This is an optimization exercise on Yosys and OpenROAD, whose aim is small area, not a production implementation. The RTL was checked by simulation tests, not by an equivalence proof against the original design. Power is estimated from default activity; no workload was simulated.

Setup of job 7208:
// volume_meter
module volume_meter(
    input clk,
    input rst,
    input en_20k,
    input en_5hz,
    input sw4,
    input btnC,
    input [9:0] wave,
    output [15:0] led,
    output [9:0] threshold,
    output [9:0] interval
    );
export LEC_CHECK = 0
export ABC_AREA = 1
export CAP_MARGIN = 20
export CORE_MARGIN = 2
export CORE_UTILIZATION = 40
export CTS_BUF_LIST = sky130_fd_sc_hd__clkbuf_8
export GPL_TIMING_DRIVEN = 0
export SLEW_MARGIN = 20
create_clock -name core_clock -period 150.0 [get_ports {clk}]
standard.sh (not shown) runs the stock make flow with config.mk's settings and CLKGATE_MAP_FILE= SYNTH_SCRIPT=/design/flow/synth_recipe.tcl, a recipe that flattens the netlist after the stock synthesis.
==> flow/flow/run.sh <==
#!/bin/bash
# Standard layout, except that the combinational logic of the standard
# synthesis netlist is re-mapped with an area-oriented ABC script before
# floorplanning (flow/remap.tcl, flow/remap.abc), and the make variables in
# flow/extra_args (one per line) are added to the layout steps.
# Flip-flops (instances, names, cell types) are kept as synthesis made them.
set -euo pipefail
W=$PWD
R=$W/orfs/results/$FLOW_PLATFORM/volume_meter/base
bash standard.sh synth > $W/synth.log 2>&1
cp $R/1_2_yosys.v $W/standard_1_2_yosys.v
REMAP_LIB=$FLOW_HOME/platforms/$FLOW_PLATFORM/lib/sky130_fd_sc_hd__tt_025C_1v80.lib \
REMAP_IN=$W/standard_1_2_yosys.v REMAP_OUT=$W/remap_1_2_yosys.v \
REMAP_SCRIPT=$W/flow/remap.abc REMAP_TOP=$FLOW_TOP \
  yosys -c $W/flow/remap.tcl > $W/remap.log 2>&1
cp $W/remap_1_2_yosys.v $R/1_2_yosys.v
rm -f $R/1_synth.odb $R/1_synth.sdc
extra=()
if [[ -f $W/flow/extra_args ]]; then
  while IFS= read -r line; do [[ -n $line ]] && extra+=("$line"); done < $W/flow/extra_args
fi
bash standard.sh "${extra[@]}" finish > $W/layout.log 2>&1
==> flow/flow/extra_args <==
BUFFER_PORTS_ARGS=-buffer_cell sky130_fd_sc_hd__buf_1
CTS_ARGS=-sink_clustering_enable -repair_clock_nets -buf_list sky130_fd_sc_hd__clkbuf_8 -dont_use_dummy_load -sink_buffer_max_cap_derate 1.0 -sink_clustering_size 50 -sink_clustering_max_diameter 400
==> flow/flow/remap.abc <==
strash; ifraig; dc2; dch -f; amap -m; topo
==> flow/flow/remap.tcl <==
# Re-map the combinational logic of the standard synthesis netlist with an
# area-oriented ABC script. Flip-flops stay as they are (same instances,
# names and cell types).
set lib $::env(REMAP_LIB)
set in $::env(REMAP_IN)
set out $::env(REMAP_OUT)
set script $::env(REMAP_SCRIPT)
yosys read_liberty -ignore_miss_func $lib
yosys read_verilog $in
yosys hierarchy -top $::env(REMAP_TOP)
# keep sequential and tie cells as black boxes
yosys blackbox sky130_fd_sc_hd__df* sky130_fd_sc_hd__edf* sky130_fd_sc_hd__sdf* sky130_fd_sc_hd__dl* sky130_fd_sc_hd__conb_1
yosys flatten
yosys rename -hide w:_*_.*
yosys opt_clean -purge
yosys abc -liberty $lib -script $script -dont_use *probe* -dont_use *lpflow* -dont_use *clkdly* -dont_use *dlygate* -dont_use *dlymetal* -dont_use *clkbuf* -dont_use *clkinv*
yosys opt_clean -purge
yosys hilomap -singleton -hicell sky130_fd_sc_hd__conb_1 HI -locell sky130_fd_sc_hd__conb_1 LO
yosys insbuf -buf sky130_fd_sc_hd__buf_1 A X
yosys splitnets
yosys opt_clean -purge
yosys tee -o $out.stat stat -liberty $lib
yosys write_verilog -noattr -nohex -nodec -noexpr $out
--- input diff job 7208..job 5241 ---
==> flow/flow/extra_args <==
BUFFER_PORTS_ARGS=-buffer_cell sky130_fd_sc_hd__buf_1
CTS_ARGS=-sink_clustering_enable -repair_clock_nets -buf_list sky130_fd_sc_hd__clkbuf_8 -dont_use_dummy_load
==> flow/flow/remap.abc <==
strash; ifraig; balance -l; resub -K 6 -l; rewrite -l; resub -K 6 -N 2 -l; refactor -l; resub -K 8 -l; balance -l; resub -K 8 -N 2 -l; rewrite -l; resub -K 10 -l; rewrite -z -l; resub -K 10 -N 2 -l; balance -l; resub -K 12 -l; refactor -z -l; resub -K 12 -N 2 -l; rewrite -z -l; balance -l; balance -l; resub -K 6 -l; rewrite -l; resub -K 6 -N 2 -l; refactor -l; resub -K 8 -l; balance -l; resub -K 8 -N 2 -l; rewrite -l; resub -K 10 -l; rewrite -z -l; resub -K 10 -N 2 -l; balance -l; resub -K 12 -l; refactor -z -l; resub -K 12 -N 2 -l; rewrite -z -l; balance -l; balance -l; resub -K 6 -l; rewrite -l; resub -K 6 -N 2 -l; refactor -l; resub -K 8 -l; balance -l; resub -K 8 -N 2 -l; rewrite -l; resub -K 10 -l; rewrite -z -l; resub -K 10 -N 2 -l; balance -l; resub -K 12 -l; refactor -z -l; resub -K 12 -N 2 -l; rewrite -z -l; balance -l; balance -l; resub -K 6 -l; rewrite -l; resub -K 6 -N 2 -l; refactor -l; resub -K 8 -l; balance -l; resub -K 8 -N 2 -l; rewrite -l; resub -K 10 -l; rewrite -z -l; resub -K 10 -N 2 -l; balance -l; resub -K 12 -l; refactor -z -l; resub -K 12 -N 2 -l; rewrite -z -l; balance -l; &get -n; &deepsyn -T 60; &put; balance -l; resub -K 6 -l; rewrite -l; resub -K 6 -N 2 -l; refactor -l; resub -K 8 -l; balance -l; resub -K 8 -N 2 -l; rewrite -l; resub -K 10 -l; rewrite -z -l; resub -K 10 -N 2 -l; balance -l; resub -K 12 -l; refactor -z -l; resub -K 12 -N 2 -l; rewrite -z -l; balance -l; &get -n; &deepsyn -T 60; &put; balance -l; resub -K 6 -l; rewrite -l; resub -K 6 -N 2 -l; refactor -l; resub -K 8 -l; balance -l; resub -K 8 -N 2 -l; rewrite -l; resub -K 10 -l; rewrite -z -l; resub -K 10 -N 2 -l; balance -l; resub -K 12 -l; refactor -z -l; resub -K 12 -N 2 -l; rewrite -z -l; balance -l; dch; amap -m -F 2 -A 4; topo
## What came out
When the final numbers for job 7208 and job 5241 were put side by side, the non-clock buffer count turned out to be greater in job 7208.
Job 5241 — clock skew 0.0036 ns lower, job 7208 as reference
Global-route wire length before repair: job 5241 better than job 7208
Compared with job 7208, in job 5241 effective utilization at floorplan neither gained nor lost much, count of flip-flops and latches held steady, cell area dropped 8.4%, minimum setup slack in the final design lower, power down 0.023 mW.
For job 7983, these inputs were changed with respect to job 5241:
==> flow/flow/extra_args <==
BUFFER_PORTS_ARGS=-buffer_cell sky130_fd_sc_hd__buf_1
CTS_ARGS=-sink_clustering_enable -repair_clock_nets -buf_list sky130_fd_sc_hd__clkbuf_8 -dont_use_dummy_load -sink_clustering_size 34 -sink_clustering_max_diameter 300
==> flow/flow/remap.abc <==
strash; ifraig; dc2; dch -f; amap -m; topo
--- outcome ---
- Relative to job 5241, total placed cells including tap cells has gone up in job 7983.
- Job 7983 vs. job 5241: peak supply drop picked up an extra 17%, detailed-placement wirelength estimate went up 1.7 mm, share of total power in the clock network dropped 3.3 points, core outline area +8.7%, non-clock buffer count went up.
- Diff job 5241..job 7983 | total number of clock tree sinks | unchanged
- From job 5241 to job 7983 the numbers moved as follows: final design area excluding fillers rose about 9%, sequential share of cell area shrank by 2.0 points, detail-routed net length per standard cell went down 2.2%.
### job 7983 -> job 7319
==> flow/flow/extra_args <==
BUFFER_PORTS_ARGS=-buffer_cell sky130_fd_sc_hd__buf_1
CTS_ARGS=-sink_clustering_enable -repair_clock_nets -root_buf sky130_fd_sc_hd__clkbuf_16 -buf_list sky130_fd_sc_hd__clkbuf_4 -dont_use_dummy_load
[summary]
- Going from job 7983 to job 7319, worst setup slack went down 0.0050 ns, peak supply drop went up 0.051 uV.
- Max logic gate share of total power across job 7983 and job 7319: job 7983
- Compared with job 7983, in job 7319 relative contribution of sequential cells to total power saw a decrease, area of the mapped netlist saw little to no change, cell area saw an increase, global-route usage saw little to no change.
- Between job 7319 and job 7983, the via count does not differ in any meaningful way.
- Between job 7983 and job 7319, area added between synthesis and finish is higher for job 7319, job 7983 comes in under that.


Starting RTL as in the previous note.
clock: 150.0 ns
lec_check: 0
abc_area: 1
cap_margin: 20
core_margin: 2
core_utilization: 40
cts_buf_list: sky130_fd_sc_hd__clkbuf_8
gpl_timing_driven: 0
slew_margin: 20
==> flow/flow/extra_args <==
BUFFER_PORTS_ARGS=-buffer_cell sky130_fd_sc_hd__buf_1
CTS_ARGS=-repair_clock_nets -buf_list sky130_fd_sc_hd__clkbuf_8 -dont_use_dummy_load
==> flow/flow/remap.abc <==
strash; ifraig; balance -l; resub -K 6 -l; rewrite -l; resub -K 6 -N 2 -l; refactor -l; resub -K 8 -l; balance -l; resub -K 8 -N 2 -l; rewrite -l; resub -K 10 -l; rewrite -z -l; resub -K 10 -N 2 -l; balance -l; resub -K 12 -l; refactor -z -l; resub -K 12 -N 2 -l; rewrite -z -l; balance -l; balance -l; resub -K 6 -l; rewrite -l; resub -K 6 -N 2 -l; refactor -l; resub -K 8 -l; balance -l; resub -K 8 -N 2 -l; rewrite -l; resub -K 10 -l; rewrite -z -l; resub -K 10 -N 2 -l; balance -l; resub -K 12 -l; refactor -z -l; resub -K 12 -N 2 -l; rewrite -z -l; balance -l; balance -l; resub -K 6 -l; rewrite -l; resub -K 6 -N 2 -l; refactor -l; resub -K 8 -l; balance -l; resub -K 8 -N 2 -l; rewrite -l; resub -K 10 -l; rewrite -z -l; resub -K 10 -N 2 -l; balance -l; resub -K 12 -l; refactor -z -l; resub -K 12 -N 2 -l; rewrite -z -l; balance -l; balance -l; resub -K 6 -l; rewrite -l; resub -K 6 -N 2 -l; refactor -l; resub -K 8 -l; balance -l; resub -K 8 -N 2 -l; rewrite -l; resub -K 10 -l; rewrite -z -l; resub -K 10 -N 2 -l; balance -l; resub -K 12 -l; refactor -z -l; resub -K 12 -N 2 -l; rewrite -z -l; balance -l; dch; amap -m -F 2 -A 4; topo
Scripts as last shown in full above: flow/flow/run.sh, flow/flow/remap.tcl
The baseline passed the timing, design-rule and antenna checks.
Edit:
==> flow/flow/extra_args (replaced) <==
BUFFER_PORTS_ARGS=-buffer_cell sky130_fd_sc_hd__buf_1
CTS_ARGS=-sink_clustering_enable -repair_clock_nets -buf_list sky130_fd_sc_hd__clkbuf_8 -dont_use_dummy_load
==> flow/flow/remap.abc (replaced) <==
strash; ifraig; dc2; dch -f; amap -m; topo
Outcome:
- non-clock buffer count increases by 4
- utilization falls by 0.36 points
- design area is higher by 6.5%
- register-to-register slack is worse by 3.6 ns
- hold slack gains 0.015 ns
- final cell count rises by about 12%
Edit:
==> flow/run.sh (new file) <==
#!/bin/bash
# synth_recipe.tcl (not shown) runs the flow's synth.tcl, then flattens the netlist and writes it again
# the make line also repeats each setting of config.mk as NAME=value (left out here)
make -C /OpenROAD-flow-scripts/flow DESIGN_CONFIG=/design/flow/config.mk WORK_HOME=/design/flow/orfs CLKGATE_MAP_FILE= SYNTH_SCRIPT=/design/flow/synth_recipe.tcl finish
- GPL_TIMING_DRIVEN: 0 -> unset
removed: flow/flow/run.sh
removed: flow/flow/extra_args
removed: flow/flow/remap.abc
removed: flow/flow/remap.tcl
removed: flow/standard.sh
Result: Area after synthesis climbs by 13%. Total power rose by 75%. Setup slack got worse by 3.2 ns. Routed wire length drops by 8.0%. Cell area came out higher by 15%. Hold slack gets better by 0.011 ns. Utilization came out higher by 1.0 points.
Edit:
==> flow/flow/run.sh (new file) <==
#!/bin/bash
# Standard layout, except that the combinational logic of the standard
# synthesis netlist is re-mapped with an area-oriented ABC script before
# floorplanning (flow/remap.tcl, flow/remap.abc), and the make variables in
# flow/extra_args (one per line) are added to the layout steps.
# Flip-flops (instances, names, cell types) are kept as synthesis made them.
set -euo pipefail
W=$PWD
R=$W/orfs/results/$FLOW_PLATFORM/volume_meter/base
bash standard.sh synth > $W/synth.log 2>&1
cp $R/1_2_yosys.v $W/standard_1_2_yosys.v
REMAP_LIB=$FLOW_HOME/platforms/$FLOW_PLATFORM/lib/sky130_fd_sc_hd__tt_025C_1v80.lib \
REMAP_IN=$W/standard_1_2_yosys.v REMAP_OUT=$W/remap_1_2_yosys.v \
REMAP_SCRIPT=$W/flow/remap.abc REMAP_TOP=$FLOW_TOP \
  yosys -c $W/flow/remap.tcl > $W/remap.log 2>&1
cp $W/remap_1_2_yosys.v $R/1_2_yosys.v
rm -f $R/1_synth.odb $R/1_synth.sdc
extra=()
if [[ -f $W/flow/extra_args ]]; then
  while IFS= read -r line; do [[ -n $line ]] && extra+=("$line"); done < $W/flow/extra_args
fi
bash standard.sh "${extra[@]}" finish > $W/layout.log 2>&1
==> flow/flow/extra_args (new file) <==
BUFFER_PORTS_ARGS=-buffer_cell sky130_fd_sc_hd__buf_1
CTS_ARGS=-sink_clustering_enable -repair_clock_nets -buf_list sky130_fd_sc_hd__clkbuf_16 -dont_use_dummy_load -sink_clustering_size 51 -sink_clustering_max_diameter 300
==> flow/flow/remap.abc (new file) <==
strash; ifraig; dc2; dch -f; amap -m; topo
==> flow/flow/remap.tcl (new file) <==
# Re-map the combinational logic of the standard synthesis netlist with an
# area-oriented ABC script. Flip-flops stay as they are (same instances,
# names and cell types).
set lib $::env(REMAP_LIB)
set in $::env(REMAP_IN)
set out $::env(REMAP_OUT)
set script $::env(REMAP_SCRIPT)
yosys read_liberty -ignore_miss_func $lib
yosys read_verilog $in
yosys hierarchy -top $::env(REMAP_TOP)
# keep sequential and tie cells as black boxes
yosys blackbox sky130_fd_sc_hd__df* sky130_fd_sc_hd__edf* sky130_fd_sc_hd__sdf* sky130_fd_sc_hd__dl* sky130_fd_sc_hd__conb_1
yosys flatten
yosys rename -hide w:_*_.*
yosys opt_clean -purge
yosys abc -liberty $lib -script $script -dont_use *probe* -dont_use *lpflow* -dont_use *clkdly* -dont_use *dlygate* -dont_use *dlymetal* -dont_use *clkbuf* -dont_use *clkinv*
yosys opt_clean -purge
yosys hilomap -singleton -hicell sky130_fd_sc_hd__conb_1 HI -locell sky130_fd_sc_hd__conb_1 LO
yosys insbuf -buf sky130_fd_sc_hd__buf_1 A X
yosys splitnets
yosys opt_clean -purge
yosys tee -o $out.stat stat -liberty $lib
yosys write_verilog -noattr -nohex -nodec -noexpr $out
==> flow/standard.sh (new file) <==
#!/bin/bash
# synth_recipe.tcl (not shown) runs the flow's synth.tcl, then flattens the netlist and writes it again
# the make line also repeats each setting of config.mk as NAME=value (left out here)
make -C /OpenROAD-flow-scripts/flow DESIGN_CONFIG=/design/flow/config.mk WORK_HOME=/design/flow/orfs CLKGATE_MAP_FILE= SYNTH_SCRIPT=/design/flow/synth_recipe.tcl "${@:-finish}"
- GPL_TIMING_DRIVEN: unset -> 0
removed: flow/run.sh
After rerunning: Global-route usage rises by 3.0 points; core utilization shrinks by 0.56 points; worst setup slack gets better by 3.2 ns; non-clock buffer count grows by 2; synthesized cell count goes up by 15%; power went down by 40%.


Starting RTL as in the previous note.
==> flow/design.v (excerpt) <==
module volume_meter(
    input clk,
    input rst,
    input en_20k,
    input en_5hz,
    input sw4,
    input btnC,
    input [9:0] wave,
    output [15:0] led,
    output [9:0] threshold,
    output [9:0] interval
    );
clock: 150.0 ns
lec_check: 0
abc_area: 1
cap_margin: 20
core_margin: 2
core_utilization: 40
cts_buf_list: sky130_fd_sc_hd__clkbuf_8
slew_margin: 20
==> flow/flow/run.sh <==
#!/bin/bash
# Standard layout, except that the combinational logic of the standard
# synthesis netlist is re-mapped with an area-oriented ABC script before
# floorplanning, and ports are buffered with the smallest buffer.
# Flip-flops (instances, names, cell types) are kept as synthesis made them.
set -euo pipefail
W=$PWD
R=$W/orfs/results/$FLOW_PLATFORM/volume_meter/base
bash standard.sh synth > $W/synth.log 2>&1
cp $R/1_2_yosys.v $W/standard_1_2_yosys.v
REMAP_LIB=$FLOW_HOME/platforms/$FLOW_PLATFORM/lib/sky130_fd_sc_hd__tt_025C_1v80.lib \
REMAP_IN=$W/standard_1_2_yosys.v REMAP_OUT=$W/remap_1_2_yosys.v \
REMAP_SCRIPT=$W/flow/remap.abc REMAP_TOP=$FLOW_TOP \
  yosys -c $W/flow/remap.tcl > $W/remap.log 2>&1
cp $W/remap_1_2_yosys.v $R/1_2_yosys.v
rm -f $R/1_synth.odb $R/1_synth.sdc
bash standard.sh "BUFFER_PORTS_ARGS=-buffer_cell sky130_fd_sc_hd__buf_1" finish > $W/layout.log 2>&1
==> flow/flow/remap.abc <==
strash; ifraig; dc2; dch -f; amap -m; topo
==> flow/flow/remap.tcl <==
# Re-map the combinational logic of the standard synthesis netlist with an
# area-oriented ABC script. Flip-flops stay as they are (same instances,
# names and cell types).
set lib $::env(REMAP_LIB)
set in $::env(REMAP_IN)
set out $::env(REMAP_OUT)
set script $::env(REMAP_SCRIPT)
yosys read_liberty -ignore_miss_func $lib
yosys read_verilog $in
yosys hierarchy -top $::env(REMAP_TOP)
# keep sequential and tie cells as black boxes
yosys blackbox sky130_fd_sc_hd__df* sky130_fd_sc_hd__edf* sky130_fd_sc_hd__sdf* sky130_fd_sc_hd__dl* sky130_fd_sc_hd__conb_1
yosys flatten
yosys opt_clean -purge
yosys abc -liberty $lib -script $script -dont_use *probe* -dont_use *lpflow* -dont_use *clkdly* -dont_use *dlygate* -dont_use *dlymetal* -dont_use *clkbuf* -dont_use *clkinv*
yosys opt_clean -purge
yosys hilomap -singleton -hicell sky130_fd_sc_hd__conb_1 HI -locell sky130_fd_sc_hd__conb_1 LO
yosys insbuf -buf sky130_fd_sc_hd__buf_1 A X
yosys splitnets
yosys opt_clean -purge
yosys tee -o $out.stat stat -liberty $lib
yosys write_verilog -noattr -nohex -nodec -noexpr $out
Change:
==> flow/run.sh (new file) <==
#!/bin/bash
# synth_recipe.tcl (not shown) runs the flow's synth.tcl, then flattens the netlist and writes it again
# the make line also repeats each setting of config.mk as NAME=value (left out here)
make -C /OpenROAD-flow-scripts/flow DESIGN_CONFIG=/design/flow/config.mk WORK_HOME=/design/flow/orfs CLKGATE_MAP_FILE= SYNTH_SCRIPT=/design/flow/synth_recipe.tcl finish
Settings changed: CTS_BUF_LIST sky130_fd_sc_hd__clkbuf_8 to unset.
removed: flow/flow/run.sh
removed: flow/flow/remap.abc
removed: flow/flow/remap.tcl
removed: flow/standard.sh
Clock-buffer cell count is unchanged.
Worst hold slack is about the same.
Global-route usage is lower by 3.2 points.
Core utilization is higher by 1.4 points.
Routed wire length is lower by 10%.
Setup slack got worse by 3200 ps.
Synthesized area is higher by 12%.
Register-to-register slack got worse by 1800 ps.
Change:
Settings changed: ABC_AREA 1 to unset.
Result: Final cell count came out lower by roughly a tenth; synthesized area grows by a few percent; hold slack gets better by 10 ps; wire length shrinks slightly; register-to-register slack gets worse by 800 ps.

afterwards: timing with drivers on the ports:
No port has a modelled driver above. Below, the same layouts with a new extraction and two added sets of constraints. Step 1, drivers: a clkbuf_16 drives clk and a buf_2 each remaining input, both assumed. Step 2, shift: input delay + t, output delay - t, t = (earliest + latest rising clock arrival at the registers) / 2. This alone moves slack from input paths to output paths. Slacks: ideal / step 1 / step 2; pairs: ideal / step 1.
| run | t, ns | slack for setup (ns) | worst hold slack (ns) | worst setup path at the end | latest minus earliest clock arrival (ns) |
|---|---|---|---|---|---|
| job 7208 | 0.436 | 109.203 / 109.206 / 108.770 | 0.460 / 0.460 / 0.460 | input to register | 0.034 / 0.034 |
| job 5241 | 0.405 | 107.080 / 107.091 / 106.686 | 0.462 / 0.462 / 0.462 | input to register | 0.035 / 0.034 |
| job 7983 | 0.436 | 109.203 / 109.206 / 108.770 | 0.460 / 0.460 / 0.460 | input to register | 0.034 / 0.034 |
| job 7319 | 0.402 | 109.198 / 109.206 / 108.804 | 0.461 / 0.461 / 0.461 | input to register | 0.021 / 0.022 |
| the first run of note 2 | 0.427 | 107.570 / 107.566 / 107.138 | 0.445 / 0.445 / 0.445 | input to register | 0.029 / 0.029 |
| the second run of note 2 | 0.436 | 109.203 / 109.206 / 108.770 | 0.460 / 0.460 / 0.460 | input to register | 0.034 / 0.034 |
| the third run of note 2 | 0.426 | 105.966 / 105.976 / 105.550 | 0.472 / 0.472 / 0.472 | input to register | 0.015 / 0.015 |
| the fourth run of note 2 | 0.402 | 109.198 / 109.206 / 108.804 | 0.461 / 0.461 / 0.461 | input to register | 0.021 / 0.022 |
| the first run of note 3 | 0.432 | 109.142 / 109.147 / 108.715 | 0.465 / 0.465 / 0.465 | input to register | 0.011 / 0.011 |
| the second run of note 3 | 0.400 | 105.933 / 105.948 / 105.548 | 0.466 / 0.466 / 0.466 | input to register | 0.011 / 0.010 |
| the third run of note 3 | 0.407 | 103.342 / 103.349 / 102.942 | 0.476 / 0.476 / 0.476 | input to register | 0.013 / 0.013 |
After both steps setup and hold are still met in every run listed.
